This design comes from an exercise in tuning for small area and a short achievable clock period on the open sky130 flow, not from production work. Where RTL was checked, it was by simulation tests only, not by an equivalence proof against the original. Power figures rest on the tool's default switching activity, not on a simulated workload.

==> flow/design.v (excerpt) <==
module inexact_filter
# (parameter COUNT = 256)  
(input [7:0] Pixel_in,
input  clk,
output [7:0] Median
);
Settings: LEC_CHECK=0, ABC_CLOCK_PERIOD_IN_PS=2000, CAP_MARGIN=20, CORE_MARGIN=2, CORE_UTILIZATION=40, CTS_CLUSTER_DIAMETER=100, CTS_CLUSTER_SIZE=32, SETUP_SLACK_MARGIN=5, SLEW_MARGIN=20; clock period 11.0 ns.
standard.sh (not shown) runs the stock make flow with config.mk's settings and CLKGATE_MAP_FILE= SYNTH_SCRIPT=/design/flow/synth_recipe.tcl, a recipe that flattens the netlist after the stock synthesis.
==> flow/flow/run.sh <==
#!/bin/bash
# Layout flow: the standard synthesis, then the combinational logic of the
# synthesized netlist is re-mapped by ABC for delay (the flip-flops are kept as
# they are: same instances, names and cells), then the standard layout
# (floorplan to final) with a larger setup margin for ORFS's timing repair.
# The SDC is the design's, unchanged. Each tool's output goes to a log here.
set -euo pipefail
MARGIN=${MARGIN:-7.5}
ABCSCRIPT=$(cat flow/abc.script)
RES=orfs/results/${FLOW_PLATFORM:-sky130hd}/inexact_filter/base
LIB=$FLOW_HOME/platforms/sky130hd/lib/sky130_fd_sc_hd__tt_025C_1v80.lib
YOSYS=$FLOW_HOME/../tools/install/yosys/bin/yosys
[[ -x $YOSYS ]] || YOSYS=yosys

bash standard.sh SETUP_SLACK_MARGIN=$MARGIN synth > 1_standard_synth.log 2>&1
cp $RES/1_2_yosys.v 1_2_yosys_standard.v

# cells the re-mapping may not use: the platform's don't-use cells, delay
# cells, and slow wide gates
DU=$(grep -o 'cell ("sky130_fd_sc_hd__[a-z0-9_]*")' $LIB | sed 's/cell ("//; s/")//' \
     | grep -E "__(probe|lpflow|clkdly|dlygate|dlymetal|einv|ebuf|or3|or4|nor4|and4|a2111|o2111|a222|a311|o311|a41|o41|a32|o32)" \
     | sed 's/^/-dont_use /' | tr '\n' ' ')
FLOPS=$(grep -o 'sky130_fd_sc_hd__df[a-z0-9_]*' 1_2_yosys_standard.v | sort -u | tr '\n' ' ')
cat > remap.ys <<EOS
read_liberty -ignore_miss_func $LIB
blackbox $FLOPS
read_verilog 1_2_yosys_standard.v
hierarchy -top $FLOW_TOP
flatten
opt_clean
abc -script +$ABCSCRIPT -liberty $LIB $DU -D 100
opt_clean -purge
stat -liberty $LIB
write_verilog -noattr -noexpr 1_2_yosys_remap.v
EOS
$YOSYS -s remap.ys > 2_remap_yosys.log 2>&1
cp 1_2_yosys_remap.v $RES/1_2_yosys.v

bash standard.sh SETUP_SLACK_MARGIN=$MARGIN finish > 3_standard_layout.log 2>&1
==> flow/flow/abc.script <==
strash;dc2;dch,-f;map,-D,100;buffer,-c;upsize,-c;dnsize,-c
The first run ran to the end with no violations.
Edit:
--- a/flow/flow/run.sh
+++ b/flow/flow/run.sh
@@ -8 +8 @@
-MARGIN=${MARGIN:-7.5}
+MARGIN=${MARGIN:-8.5}
==> flow/flow/abc.script (replaced) <==
strash;dch;map,-D,100;buffer,-c;upsize,-c;dnsize,-c
Outcome: Core utilization came out higher by 1.1 points; power came out lower slightly; non-clock buffer count came out higher by 110; worst setup slack gets better by 0.23 ns; via count came out higher by a few percent; design area came out higher by a few percent; critical path depth stays the same.
Edit:
==> flow/flow/run.sh (replaced) <==
#!/bin/bash
set -euo pipefail
MARGIN=${MARGIN:-7.5}
bash standard.sh SETUP_SLACK_MARGIN=$MARGIN finish > standard_flow.log 2>&1
removed: flow/flow/abc.script
The new run passed the timing, DRC and antenna checks; core utilization decreases by 0.82 points; sequential power stays flat; routed wire length fell by 7.4%; design area fell by 2.7%.
Edit:
==> flow/flow/run.sh (replaced) <==
#!/bin/bash
# Layout flow: the standard synthesis, then the combinational logic of the
# synthesized netlist is re-mapped by ABC for delay (the flip-flops are kept as
# they are: same instances, names and cells), then the standard layout
# (floorplan to final) with a larger setup margin for ORFS's timing repair.
# The SDC is the design's, unchanged. Each tool's output goes to a log here.
set -euo pipefail
MARGIN=${MARGIN:-7.5}
ABCSCRIPT=$(cat flow/abc.script)
RES=orfs/results/${FLOW_PLATFORM:-sky130hd}/inexact_filter/base
LIB=$FLOW_HOME/platforms/sky130hd/lib/sky130_fd_sc_hd__tt_025C_1v80.lib
YOSYS=$FLOW_HOME/../tools/install/yosys/bin/yosys
[[ -x $YOSYS ]] || YOSYS=yosys

bash standard.sh SETUP_SLACK_MARGIN=$MARGIN synth > 1_standard_synth.log 2>&1
cp $RES/1_2_yosys.v 1_2_yosys_standard.v

# cells the re-mapping may not use: the platform's don't-use cells, delay
# cells, and slow wide gates
DU=$(grep -o 'cell ("sky130_fd_sc_hd__[a-z0-9_]*")' $LIB | sed 's/cell ("//; s/")//' \
     | grep -E "__(probe|lpflow|clkdly|dlygate|dlymetal|einv|ebuf|or3|or4|nor4|and4|a2111|o2111|a222|a311|o311|a41|o41|a32|o32)" \
     | sed 's/^/-dont_use /' | tr '\n' ' ')
FLOPS=$(grep -o 'sky130_fd_sc_hd__df[a-z0-9_]*' 1_2_yosys_standard.v | sort -u | tr '\n' ' ')
cat > remap.ys <<EOS
read_liberty -ignore_miss_func $LIB
blackbox $FLOPS
read_verilog 1_2_yosys_standard.v
hierarchy -top $FLOW_TOP
flatten
opt_clean
abc -script +$ABCSCRIPT -liberty $LIB $DU -D 100
opt_clean -purge
stat -liberty $LIB
write_verilog -noattr -noexpr 1_2_yosys_remap.v
EOS
$YOSYS -s remap.ys > 2_remap_yosys.log 2>&1
cp 1_2_yosys_remap.v $RES/1_2_yosys.v

bash standard.sh SETUP_SLACK_MARGIN=$MARGIN finish > 3_standard_layout.log 2>&1
==> flow/flow/abc.script (new file) <==
strash;dch;map,-D,100;buffer,-c;upsize,-c;dnsize,-c
After rerunning:
- The new run finished with timing, DRC and antenna clean
- synthesized area rises slightly
- core utilization is about the same
- cell area rises slightly


Another version of the RTL of inexact_filter (not shown whole).
Size in the first run: ~5800 cells after synthesis, roughly 17 I/O pins, ~0.093 mm2 of cells after synthesis.
Settings: LEC_CHECK=0, ABC_CLOCK_PERIOD_IN_PS=2000, CAP_MARGIN=20, CORE_MARGIN=2, CORE_UTILIZATION=40, CTS_CLUSTER_DIAMETER=80, CTS_CLUSTER_SIZE=36, SETUP_SLACK_MARGIN=5, SLEW_MARGIN=20; clock period 11.0 ns.
==> flow/flow/run.sh <==
#!/bin/bash
# Layout flow: the standard synthesis, then the combinational logic of the
# synthesized netlist is re-mapped by ABC for delay (the flip-flops are kept as
# they are: same instances, names and cells), then the standard layout
# (floorplan to final) with a larger setup margin for ORFS's timing repair.
# The SDC is the design's, unchanged. Each tool's output goes to a log here.
set -euo pipefail
MARGIN=${MARGIN:-7.5}
RES=orfs/results/${FLOW_PLATFORM:-sky130hd}/inexact_filter/base
LIB=$FLOW_HOME/platforms/sky130hd/lib/sky130_fd_sc_hd__tt_025C_1v80.lib
YOSYS=$FLOW_HOME/../tools/install/yosys/bin/yosys
[[ -x $YOSYS ]] || YOSYS=yosys

bash standard.sh SETUP_SLACK_MARGIN=$MARGIN synth > 1_standard_synth.log 2>&1
cp $RES/1_2_yosys.v 1_2_yosys_standard.v

# cells the re-mapping may not use: the platform's don't-use cells, delay
# cells, and slow wide gates
DU=$(grep -o 'cell ("sky130_fd_sc_hd__[a-z0-9_]*")' $LIB | sed 's/cell ("//; s/")//' \
     | grep -E "__(probe|lpflow|clkdly|dlygate|dlymetal|einv|ebuf|or3|or4|nor4|and4|a2111|o2111|a222|a311|o311|a41|o41|a32|o32)" \
     | sed 's/^/-dont_use /' | tr '\n' ' ')
FLOPS=$(grep -o 'sky130_fd_sc_hd__df[a-z0-9_]*' 1_2_yosys_standard.v | sort -u | tr '\n' ' ')
remap() {  # remap ABC_SCRIPT LOG
cat > remap.ys <<EOS
read_liberty -ignore_miss_func $LIB
blackbox $FLOPS
read_verilog 1_2_yosys_standard.v
hierarchy -top $FLOW_TOP
flatten
opt_clean
abc -script +$1 -liberty $LIB $DU -D 100
opt_clean -purge
stat -liberty $LIB
write_verilog -noattr -noexpr 1_2_yosys_remap.v
EOS
$YOSYS -s remap.ys > $2 2>&1
}
# the ABC scripts to try, in order (flow/abc.script first); if none works the
# standard netlist is kept
mapfile -t SCRIPTS < <(cat flow/abc.script; echo; echo 'strash;dc2;dch,-f;map,-D,100;topo;buffer,-c;upsize,-c;dnsize,-c'; echo 'strash;dch;map,-D,100')
i=0
for sc in "${SCRIPTS[@]}"; do
  [[ -n $sc ]] || continue
  i=$((i+1))
  if remap "$sc" 2_remap_yosys_$i.log; then
    cp 1_2_yosys_remap.v $RES/1_2_yosys.v
    break
  fi
done

bash standard.sh SETUP_SLACK_MARGIN=$MARGIN finish > 3_standard_layout.log 2>&1
==> flow/flow/abc.script <==
strash;dch;map,-D,100;topo;buffer,-c;upsize,-c;dnsize,-c
The first run completed with no timing, DRC or antenna violations.
Change:
--- a/flow/flow/run.sh
+++ b/flow/flow/run.sh
@@ -7,4 +7,5 @@
 set -euo pipefail
 MARGIN=${MARGIN:-7.5}
+ABCSCRIPT=$(cat flow/abc.script)
 RES=orfs/results/${FLOW_PLATFORM:-sky130hd}/inexact_filter/base
 LIB=$FLOW_HOME/platforms/sky130hd/lib/sky130_fd_sc_hd__tt_025C_1v80.lib
@@ -21,5 +22,4 @@
      | sed 's/^/-dont_use /' | tr '\n' ' ')
 FLOPS=$(grep -o 'sky130_fd_sc_hd__df[a-z0-9_]*' 1_2_yosys_standard.v | sort -u | tr '\n' ' ')
-remap() {  # remap ABC_SCRIPT LOG
 cat > remap.ys <<EOS
 read_liberty -ignore_miss_func $LIB
@@ -29,23 +29,11 @@
 flatten
 opt_clean
-abc -script +$1 -liberty $LIB $DU -D 100
+abc -script +$ABCSCRIPT -liberty $LIB $DU -D 100
 opt_clean -purge
 stat -liberty $LIB
 write_verilog -noattr -noexpr 1_2_yosys_remap.v
 EOS
-$YOSYS -s remap.ys > $2 2>&1
-}
-# the ABC scripts to try, in order (flow/abc.script first); if none works the
-# standard netlist is kept
-mapfile -t SCRIPTS < <(cat flow/abc.script; echo; echo 'strash;dc2;dch,-f;map,-D,100;topo;buffer,-c;upsize,-c;dnsize,-c'; echo 'strash;dch;map,-D,100')
-i=0
-for sc in "${SCRIPTS[@]}"; do
-  [[ -n $sc ]] || continue
-  i=$((i+1))
-  if remap "$sc" 2_remap_yosys_$i.log; then
-    cp 1_2_yosys_remap.v $RES/1_2_yosys.v
-    break
-  fi
-done
+$YOSYS -s remap.ys > 2_remap_yosys.log 2>&1
+cp 1_2_yosys_remap.v $RES/1_2_yosys.v
 
 bash standard.sh SETUP_SLACK_MARGIN=$MARGIN finish > 3_standard_layout.log 2>&1
==> flow/flow/abc.script (replaced) <==
strash;dch;map,-D,100;buffer,-c;upsize,-c;dnsize,-c
CTS_CLUSTER_DIAMETER = 100   (was 80)
CTS_CLUSTER_SIZE = 32   (was 36)
What happened: Combinational power climbs by about 0.8%. Final cell count hardly moves. Global-route usage hardly moves. Worst hold slack gains 0.0031 ns. Sequential cell count does not change. Routed wire length stays flat.
Change:
--- a/flow/flow/run.sh
+++ b/flow/flow/run.sh
@@ -7,5 +7,4 @@
 set -euo pipefail
 MARGIN=${MARGIN:-7.5}
-ABCSCRIPT=$(cat flow/abc.script)
 RES=orfs/results/${FLOW_PLATFORM:-sky130hd}/inexact_filter/base
 LIB=$FLOW_HOME/platforms/sky130hd/lib/sky130_fd_sc_hd__tt_025C_1v80.lib
@@ -22,4 +21,5 @@
      | sed 's/^/-dont_use /' | tr '\n' ' ')
 FLOPS=$(grep -o 'sky130_fd_sc_hd__df[a-z0-9_]*' 1_2_yosys_standard.v | sort -u | tr '\n' ' ')
+remap() {  # remap ABC_SCRIPT LOG
 cat > remap.ys <<EOS
 read_liberty -ignore_miss_func $LIB
@@ -29,11 +29,23 @@
 flatten
 opt_clean
-abc -script +$ABCSCRIPT -liberty $LIB $DU -D 100
+abc -script +$1 -liberty $LIB $DU -D 100
 opt_clean -purge
 stat -liberty $LIB
 write_verilog -noattr -noexpr 1_2_yosys_remap.v
 EOS
-$YOSYS -s remap.ys > 2_remap_yosys.log 2>&1
-cp 1_2_yosys_remap.v $RES/1_2_yosys.v
+$YOSYS -s remap.ys > $2 2>&1
+}
+# the ABC scripts to try, in order (flow/abc.script first); if none works the
+# standard netlist is kept
+mapfile -t SCRIPTS < <(cat flow/abc.script; echo; echo 'strash;dc2;dch,-f;map,-D,100;topo;buffer,-c;upsize,-c;dnsize,-c'; echo 'strash;dch;map,-D,100')
+i=0
+for sc in "${SCRIPTS[@]}"; do
+  [[ -n $sc ]] || continue
+  i=$((i+1))
+  if remap "$sc" 2_remap_yosys_$i.log; then
+    cp 1_2_yosys_remap.v $RES/1_2_yosys.v
+    break
+  fi
+done
 
 bash standard.sh SETUP_SLACK_MARGIN=$MARGIN finish > 3_standard_layout.log 2>&1
==> flow/flow/abc.script (replaced) <==
strash;dch;map,-D,100;topo;buffer,-c
- area after synthesis stays flat
- wire length went down by 1.3%
- global-route usage goes down by 0.11 points
- cell count stays flat
- cell area is about the same
- clock power drops by about 0.8%
- die area stays flat
- register-to-register slack got worse by 0.05 ns
- first-iteration DRC count fell by 7.6%
- non-clock buffer count drops by 16
Change:
==> flow/flow/abc.script (replaced) <==
strash;dch;map,-D,100;topo;buffer,-c;upsize,-c;dnsize,-c
Outcome:
- global-route usage rises by 0.11 points
- hold slack degrades by 0.019 ns
- utilization stays flat
- non-clock buffer count climbs by 16
- critical path depth stays the same
- fmax rose slightly
- final area hardly moves
- routed wire length grows slightly
- die area barely changes
- total power hardly moves
- worst setup slack is better by 0.022 ns


inexact_filter, a different RTL version from the one above (not shown whole).
Size: ~5600 cells after synthesis, about 4200 flip-flops, roughly 17 I/O pins.
Settings: LEC_CHECK=0, ABC_CLOCK_PERIOD_IN_PS=2000, CAP_MARGIN=20, CORE_MARGIN=2, CORE_UTILIZATION=40, CTS_CLUSTER_DIAMETER=100, CTS_CLUSTER_SIZE=32, SETUP_SLACK_MARGIN=5, SLEW_MARGIN=20; clock period 11.0 ns.
==> flow/flow/run.sh <==
#!/bin/bash
set -euo pipefail
MARGIN=${MARGIN:-7.5}
bash standard.sh SETUP_SLACK_MARGIN=$MARGIN finish > standard_flow.log 2>&1
The starting point ran to the end with no violations.
Then changed:
==> flow/run.sh (new file) <==
#!/bin/bash
# synth_recipe.tcl (not shown) runs the flow's synth.tcl, then flattens the netlist and writes it again
# the make line also repeats each setting of config.mk as NAME=value (left out here)
make -C /OpenROAD-flow-scripts/flow DESIGN_CONFIG=/design/flow/config.mk WORK_HOME=/design/flow/orfs CLKGATE_MAP_FILE= SYNTH_SCRIPT=/design/flow/synth_recipe.tcl finish
--- a/flow/config.mk
+++ b/flow/config.mk
@@ -10,6 +10,4 @@
 export CORE_MARGIN = 2
 export CORE_UTILIZATION = 40
-export CTS_CLUSTER_DIAMETER = 100
-export CTS_CLUSTER_SIZE = 32
 export SETUP_SLACK_MARGIN = 5
 export SLEW_MARGIN = 20
removed: flow/flow/run.sh
removed: flow/standard.sh
Setup slack loses 1.2 ns.
Die area stays the same.
Hold slack got worse by 0.067 ns.
Core utilization goes up by 2.5 points.
Global-route usage went up by 0.27 points.
Synthesized area does not change.
Synthesized cell count does not change.
Then changed:
==> flow/flow/run.sh (new file) <==
#!/bin/bash
set -euo pipefail
MARGIN=${MARGIN:-7.5}
bash standard.sh SETUP_SLACK_MARGIN=$MARGIN finish > standard_flow.log 2>&1
==> flow/standard.sh (new file) <==
#!/bin/bash
# synth_recipe.tcl (not shown) runs the flow's synth.tcl, then flattens the netlist and writes it again
# the make line also repeats each setting of config.mk as NAME=value (left out here)
make -C /OpenROAD-flow-scripts/flow DESIGN_CONFIG=/design/flow/config.mk WORK_HOME=/design/flow/orfs CLKGATE_MAP_FILE= SYNTH_SCRIPT=/design/flow/synth_recipe.tcl "${@:-finish}"
removed: flow/run.sh
=>
- count of clock-buffer cells in the layout rises by 22
- maximum frequency rises by a quarter to a third
- clock power stays flat
- first-iteration DRC count rises by a few percent
- routed wire length rises by a few percent
- register-to-register slack gets better by 0.99 ns
- global-route usage rises by 0.34 points
- power falls slightly
- hold slack gets better by 0.024 ns
- worst setup slack gets better by 1.3 ns
Function was not checked in any run of this note: the RTL went through the layout flow alone.

[static timing again, ports no longer ideal]
No port has a modelled driver above. Below, the same layouts with a new extraction and two added sets of constraints. Step 1: set_driving_cell puts a clkbuf_16 on clk and a buf_2 on each other input, an assumption about the parent block. Step 2 moves the port delays by t, midway between the first and last clock arrival at a register: inputs arrive t later, outputs are due t later. That takes back most of the time a late clock gives input paths. Three values: ideal, step 1, step 2; two values: the first two.
run | t, ns | setup slack, ns | worst slew at a driven data input, ns
the first run of note 1 | 0.896 | 6.960 / 6.982 / 6.086 | 0.07
the second run of note 1 | 0.891 | 7.188 / 7.161 / 6.320 | 0.08
the third run of note 1 | 0.908 | 6.609 / 6.628 / 5.719 | 0.08
the fourth run of note 1 | 0.896 | 7.114 / 7.096 / 6.251 | 0.06
the first run of note 2 | 0.891 | 7.216 / 7.136 / 6.456 | 0.08
the second run of note 2 | 0.895 | 7.253 / 7.172 / 6.462 | 0.08
the third run of note 2 | 0.903 | 7.231 / 7.149 / 6.566 | 0.06
the fourth run of note 2 | 0.895 | 7.253 / 7.172 / 6.462 | 0.08
the first run of note 3 | 0.892 | 6.247 / 6.282 / 5.390 | 0.11
the second run of note 3 | 0.995 | 5.042 / 5.096 / 4.101 | 0.05
the third run of note 3 | 0.987 | 6.305 / 6.317 / 5.348 | 0.11
After both steps every run listed still meets setup and hold. The setup slack of the third run of note 3, which loses most, moves by +0.012 ns with the drivers and by -0.957 ns with both steps.
